Background: an optimization exercise with open tools, aiming at small area, a short achievable clock period and few clock cycles per item. Do not read the settings as production practice.
Function was checked by simulation only, so behaviour that the tests miss may differ from the original.

// avalon_accel
module avalon_accel(
  input  clk,
  input  reset_n,
  input         avs_write,
  input  [31:0] avs_writedata,
  output [31:0] avs_readdata,
  input  [4:0]  avs_address,
  output        avm_write,
  output        avm_read,
  input         avm_waitrequest,
  output [31:0] avm_writedata,
  input  [31:0] avm_readdata,
  output [31:0] avm_address,
  output  irq
);
export LEC_CHECK = 0
export CAP_MARGIN = 20
export CORE_MARGIN = 2
export CORE_UTILIZATION = 40
export CTS_BUF_LIST = sky130_fd_sc_hd__clkbuf_8
export CTS_CLUSTER_DIAMETER = 50
export CTS_CLUSTER_SIZE = 16
export SETUP_SLACK_MARGIN = 1.7
export SLEW_MARGIN = 20
create_clock -name core_clock -period 5.0 [get_ports {clk}]
standard.sh (not shown) runs the stock make flow with config.mk's settings and CLKGATE_MAP_FILE= SYNTH_SCRIPT=/design/flow/synth_recipe.tcl, a recipe that flattens the netlist after the stock synthesis.
==> flow/flow/run.sh <==
#!/bin/bash
# The standard layout, with the input and output port buffers inserted as
# buf_4 cells instead of buffer_ports' default delay buffers.
set -euo pipefail
export BUFFER_PORTS_ARGS="-buffer_cell sky130_fd_sc_hd__buf_4"
bash standard.sh > standard.log 2>&1
Testbench counts at the start, summed over its fixed seeds: cycles 8,822, blocks 799.
Edit:
--- a/flow/config.mk
+++ b/flow/config.mk
@@ -11,3 +10,0 @@
-export CTS_BUF_LIST = sky130_fd_sc_hd__clkbuf_8
-export CTS_CLUSTER_DIAMETER = 50
-export CTS_CLUSTER_SIZE = 16
@@ -15,0 +13 @@
+export TNS_END_PERCENT = 10
The new run went through all stages and came out clean. Clock-buffer cell count grows by 18. Synthesized area is unchanged. Die area does not change. Wire length shrinks by a few percent. Final area shrinks slightly.
Edit:
--- a/flow/config.mk
+++ b/flow/config.mk
@@ -10,0 +11 @@
+export PLACE_DENSITY = 0.7
@@ -13 +13,0 @@
-export TNS_END_PERCENT = 10
Worst setup slack gains 0.10 ns.
Via count goes up by about 2%.
Utilization goes up by 0.75 points.
Die area stays the same.
Non-clock buffer count goes up by 9.
Global-route usage goes down by 0.63 points.
Cell area goes up by 1.6%.
Synthesized area stays the same.
Critical path depth goes up by 3.
Routed wire length goes down by 0.42%.
Edit:
--- a/flow/config.mk
+++ b/flow/config.mk
@@ -11 +10,0 @@
-export PLACE_DENSITY = 0.7
After rerunning: Global-route usage rises by 1.4 points. Wire length rises by a few percent. Synthesized cell count is unchanged. Via count falls slightly. Fmax stays flat.
Edit:
==> flow/flow/run.sh (replaced) <==
#!/bin/bash
# The standard layout, with the input and output port buffers inserted as
# buf_2 cells instead of buffer_ports' default delay buffers.
set -euo pipefail
export BUFFER_PORTS_ARGS="-buffer_cell sky130_fd_sc_hd__buf_2"
bash standard.sh > standard.log 2>&1
Effect: Register-to-register slack improves by 0.03 ns. Clock-buffer cell count rises by 2. Non-clock buffer count rises by 33. Final cell count rises by 0.57%. Fmax falls by about 1.4%. Design area is about the same. Setup slack degrades by 0.048 ns. Global-route usage falls by 0.47 points. Core utilization stays flat.


The RTL this note starts from:
==> flow/design.v <==
module present_rounds (
  input       [127:0]  s0,
  input       [127:0]  k0,
  input        [4:0]   rc,
  output logic [127:0] s2,
  output logic [127:0] k2,
  output logic [127:0] ct
);
function automatic [3:0] sbox(input [3:0] x);
  sbox[0] = (~x[0] & ~x[1] &  x[2] & ~x[3]) | (~x[0] &  x[1] &  x[3]) | (~x[0] & ~x[2] &  x[3]) |
            ( x[0] & ~x[1] &  x[2] &  x[3]) | ( x[0] &  x[1] & ~x[3]) | ( x[0] & ~x[2] & ~x[3]);
  sbox[1] = (~x[0] &  x[1] & ~x[2]) | (~x[0] &  x[1] & ~x[3]) | ( x[0] &  x[2] &  x[3]) |
            (~x[1] & ~x[2] &  x[3]) | ( x[1] & ~x[2] & ~x[3]);
  sbox[2] = (~x[0] &  x[1] & ~x[2]) | (~x[0] & ~x[2] & ~x[3]) | ( x[0] & ~x[1] & ~x[2]) |
            ( x[0] &  x[1] &  x[2] & ~x[3]) | (~x[1] &  x[2] &  x[3]);
  sbox[3] = (~x[0] & ~x[1] & ~x[3]) | (~x[0] &  x[2] & ~x[3]) | ( x[0] &  x[1] & ~x[3]) |
            ( x[0] & ~x[2] &  x[3]) | ( x[1] & ~x[2] &  x[3]);
endfunction
function automatic [63:0] round(input [63:0] s, input [63:0] rk);
  logic [63:0] a, b;
  a = s ^ rk;
  for (int i = 0; i < 16; i++)
    b[4*i +: 4] = sbox(a[4*i +: 4]);
  for (int i = 0; i < 63; i++)
    round[(16*i) % 63] = b[i];
  round[63] = b[63];
endfunction
function automatic [127:0] kstep(input [127:0] k, input [4:0] r);
  logic [127:0] t;
  t = {k[66:0], k[127:67]};
  t[127:124] = sbox(t[127:124]);
  t[123:120] = sbox(t[123:120]);
  t[66:62] = t[66:62] ^ r;
  kstep = t;
endfunction
logic [127:0] s1;
logic [127:0] k1;
always_comb begin
  k1 = kstep(k0, rc);
  k2 = kstep(k1, rc + 5'd1);
  s1[63:0]   = round(s0[63:0],   k0[127:64]);
  s1[127:64] = round(s0[127:64], k0[127:64]);
  s2[63:0]   = round(s1[63:0],   k1[127:64]);
  s2[127:64] = round(s1[127:64], k1[127:64]);
  ct = s1 ^ {k1[127:64], k1[127:64]};
end
endmodule
module avalon_accel(
  input  clk,
  input  reset_n,
  input         avs_write,
  input  [31:0] avs_writedata,
  output [31:0] avs_readdata,
  input  [4:0]  avs_address,
  output        avm_write,
  output        avm_read,
  input         avm_waitrequest,
  output [31:0] avm_writedata,
  input  [31:0] avm_readdata,
  output [31:0] avm_address,
  output  irq
);
logic [31:0] R [0:7];
always_ff @(posedge clk or negedge reset_n)
  if (!reset_n)
    for (int i = 0; i < 8; i++)
      R[i] <= '0;
  else if (avs_write)
    R[avs_address[4:2]] <= avs_writedata;
assign avs_readdata = R[avs_address[4:2]];
wire ctrl_wr = avs_write && (avs_address[4:2] == 3'd7);
localparam [1:0] M_FILL = 2'd0, M_FULL = 2'd1, M_CT = 2'd2;
logic [1:0]   bmode;     
logic [1:0]   widx;      
logic         bsingle;   
logic         csingle;   
logic         job;       
logic         done;      
logic         run;       
logic [4:0]   rc;        
logic [31:0]  rrem;      
logic         all_read;  
logic [29:0]  rd_addr, wr_addr;
logic [127:0] buff;
logic [127:0] st;
logic [127:0] key;
wire start = ctrl_wr && avs_writedata[0] && !job && !done;
wire clear = ctrl_wr && (avs_writedata == 32'd0);
wire ack      = !avm_waitrequest;
wire filling  = (bmode == M_FILL);
wire draining = (bmode == M_CT);
wire rd_req   = job && filling && !all_read;
wire rd_done  = rd_req && ack;
wire wr_done  = draining && ack;
wire dummy    = filling && all_read && widx[1];
wire shift    = rd_done || wr_done || dummy;
wire wr_last  = (widx == 2'd3) || (bsingle && widx == 2'd1);
wire [127:0] s2, ct, k2;
present_rounds u_rounds (.s0(st), .k0(key), .rc(rc), .s2(s2), .k2(k2), .ct(ct));
wire cfin     = run && (rc == 5'd31);
wire pt_avail = (bmode == M_FULL);
wire load_pt  = pt_avail && (!run || cfin);
wire no_more  = all_read && filling && (widx == 2'd0);
wire ct_last  = cfin && no_more;
wire ct_to_b  = (cfin && pt_avail) || ct_last;
wire advance  = run && !cfin;
wire irq_set = job && wr_done && wr_last && all_read && !run;
always_ff @(posedge clk or negedge reset_n)
  if (!reset_n) begin
    bmode    <= M_FILL;
    widx     <= 2'd0;
    job      <= 1'b0;
    done     <= 1'b0;
    run      <= 1'b0;
    all_read <= 1'b0;
  end else begin
    if (start) job <= 1'b1;
    else if (irq_set) job <= 1'b0;
    if (clear) done <= 1'b0;
    else if (irq_set) done <= 1'b1;
    if (start) all_read <= 1'b0;
    else if (rd_done && widx[0] && rrem == 32'd1) all_read <= 1'b1;
    if (load_pt) run <= 1'b1;
    else if (ct_last) run <= 1'b0;
    if (ct_to_b) begin
      bmode <= M_CT;
      widx  <= 2'd0;
    end else if (load_pt) begin
      bmode <= M_FILL;
      widx  <= 2'd0;
    end else if (shift) begin
      widx <= widx + 2'd1;
      if (filling && widx == 2'd3) bmode <= M_FULL;
      if (draining && wr_last) begin
        bmode <= M_FILL;
        widx  <= 2'd0;
      end
    end
  end
always_ff @(posedge clk) begin
  if (start) begin
    rd_addr <= R[4][31:2];
    wr_addr <= R[5][31:2];
    rrem    <= R[6];
  end else begin
    if (rd_done) rd_addr <= rd_addr + 30'd1;
    if (wr_done) wr_addr <= wr_addr + 30'd1;
    if (rd_done && widx[0]) rrem <= rrem - 32'd1;
  end
  if (filling && shift && widx == 2'd3) bsingle <= dummy;
  else if (ct_to_b) bsingle <= csingle;
  if (load_pt) begin
    st      <= buff;
    key     <= {R[3], R[2], R[1], R[0]};
    rc      <= 5'd1;
    csingle <= bsingle;
  end else if (advance) begin
    st  <= s2;
    key <= k2;
    rc  <= rc + 5'd2;
  end
  if (ct_to_b) buff <= ct;
  else if (shift) buff <= {avm_readdata, buff[127:32]};
end
assign irq           = done || irq_set;
assign avm_read      = rd_req;
assign avm_write     = draining;
assign avm_address   = {draining ? wr_addr : rd_addr, 2'b00};
assign avm_writedata = buff[31:0];
endmodule
==> flow/config.mk <==
export PLATFORM = sky130hd
export DESIGN_NAME = avalon_accel
export DESIGN_NICKNAME = avalon_accel
export VERILOG_FILES = /design/flow/design.v
export SDC_FILE = /design/flow/constraint.sdc
export NUM_CORES = 4
export LEC_CHECK = 0
export CAP_MARGIN = 20
export CORE_MARGIN = 2
export CORE_UTILIZATION = 40
export SETUP_SLACK_MARGIN = 1.5
export SLEW_MARGIN = 20
==> flow/constraint.sdc <==
create_clock -name core_clock -period 5.0 [get_ports {clk}]
set_input_delay 1.0000 -clock core_clock [delete_from_list [all_inputs] [get_ports {clk}]]
set_output_delay 1.0000 -clock core_clock [all_outputs]
set_load 0.01 [all_outputs]
run.sh (not shown) runs the stock make flow with config.mk's settings and CLKGATE_MAP_FILE= SYNTH_SCRIPT=/design/flow/synth_recipe.tcl, a recipe that flattens the netlist after the stock synthesis.
Stock flow here: none of the scripts above is used.
Testbench counts at the start, summed over its fixed seeds: cycles 8,822, blocks 799.
Change:
==> flow/flow/run.sh (new file) <==
#!/bin/bash
# The standard layout, with the input and output port buffers inserted as
# buf_4 cells instead of buffer_ports' default delay buffers.
set -euo pipefail
export BUFFER_PORTS_ARGS="-buffer_cell sky130_fd_sc_hd__buf_4"
bash standard.sh > standard.log 2>&1
==> flow/standard.sh (new file) <==
#!/bin/bash
# synth_recipe.tcl (not shown) runs the flow's synth.tcl, then flattens the netlist and writes it again
# the make line also repeats each setting of config.mk as NAME=value (left out here)
make -C /OpenROAD-flow-scripts/flow DESIGN_CONFIG=/design/flow/config.mk WORK_HOME=/design/flow/orfs CLKGATE_MAP_FILE= SYNTH_SCRIPT=/design/flow/synth_recipe.tcl "${@:-finish}"
- SETUP_SLACK_MARGIN: 1.5 -> 1.7
removed: flow/run.sh
Outcome: The changed run finished clean; cell area rose by 0.36%; clock-buffer cell count fell by 1; fmax rose by 1.3%; setup slack improves by 47 ps; final cell count rose by 0.42%; clock skew fell by 15 ps; first-iteration DRC count fell by 7.3%; critical path depth is unchanged; area after synthesis stays the same; die area is unchanged; global-route usage fell by 0.21 points.
Change:
==> flow/run.sh (new file) <==
#!/bin/bash
# synth_recipe.tcl (not shown) runs the flow's synth.tcl, then flattens the netlist and writes it again
# the make line also repeats each setting of config.mk as NAME=value (left out here)
make -C /OpenROAD-flow-scripts/flow DESIGN_CONFIG=/design/flow/config.mk WORK_HOME=/design/flow/orfs CLKGATE_MAP_FILE= SYNTH_SCRIPT=/design/flow/synth_recipe.tcl finish
- SETUP_SLACK_MARGIN: 1.7 -> 1.8
removed: flow/flow/run.sh
removed: flow/standard.sh
Outcome: Count of clock-buffer cells in the layout is unchanged; die area does not change; routed wire length climbs by 0.77%; first-iteration DRC count climbs by 3.2%; fmax climbs by 1.3%; final cell count climbs by 0.63%; design area climbs by 2.8%; setup slack gains 46 ps; sequential cell count does not change.

[separate check: timing with driven ports]
The flow's constraints put no driver on any port. The routed layouts listed below were extracted and timed again, unchanged, in two steps.
Step 1 sets driving cells, clkbuf_16 on the clock port and buf_2 on the other inputs (assumed; they add their load-dependent delay and slew).
Step 2 times the ports against the registers' clock, not the clock port: input delays grow and output delays shrink by t, the midpoint of the rising clock arrivals with the driver on.
Three values: ideal ports, drivers, drivers and shift; two values: the first two.
run | shift t [ns] | slack for setup (ns) | worst setup path after step 2 | clock arrival spread, ns
the first run of note 1 | 0.885 | 1.672 / 1.454 / 1.399 | input to register | 0.102 / 0.103
the second run of note 1 | 0.754 | 1.544 / 1.477 / 1.110 | input to register | 0.052 / 0.052
the third run of note 1 | 0.750 | 1.645 / 1.431 / 1.244 | input to register | 0.055 / 0.055
the fourth run of note 1 | 0.758 | 1.639 / 1.420 / 1.391 | input to register | 0.057 / 0.057
the fifth run of note 1 | 0.760 | 1.591 / 1.387 / 1.297 | input to register | 0.091 / 0.091
the first run of note 2 | 0.744 | 1.437 / 1.347 / 1.205 | input to register | 0.044 / 0.045
the second run of note 2 | 0.728 | 1.484 / 1.415 / 1.392 | input to register | 0.023 / 0.024
the third run of note 2 | 0.737 | 1.530 / 1.381 / 1.235 | input to register | 0.036 / 0.036
After both steps every run listed still meets setup and hold. The setup slack of the second run of note 1, which loses most, moves by -0.067 ns with the drivers and by -0.434 ns with both steps.
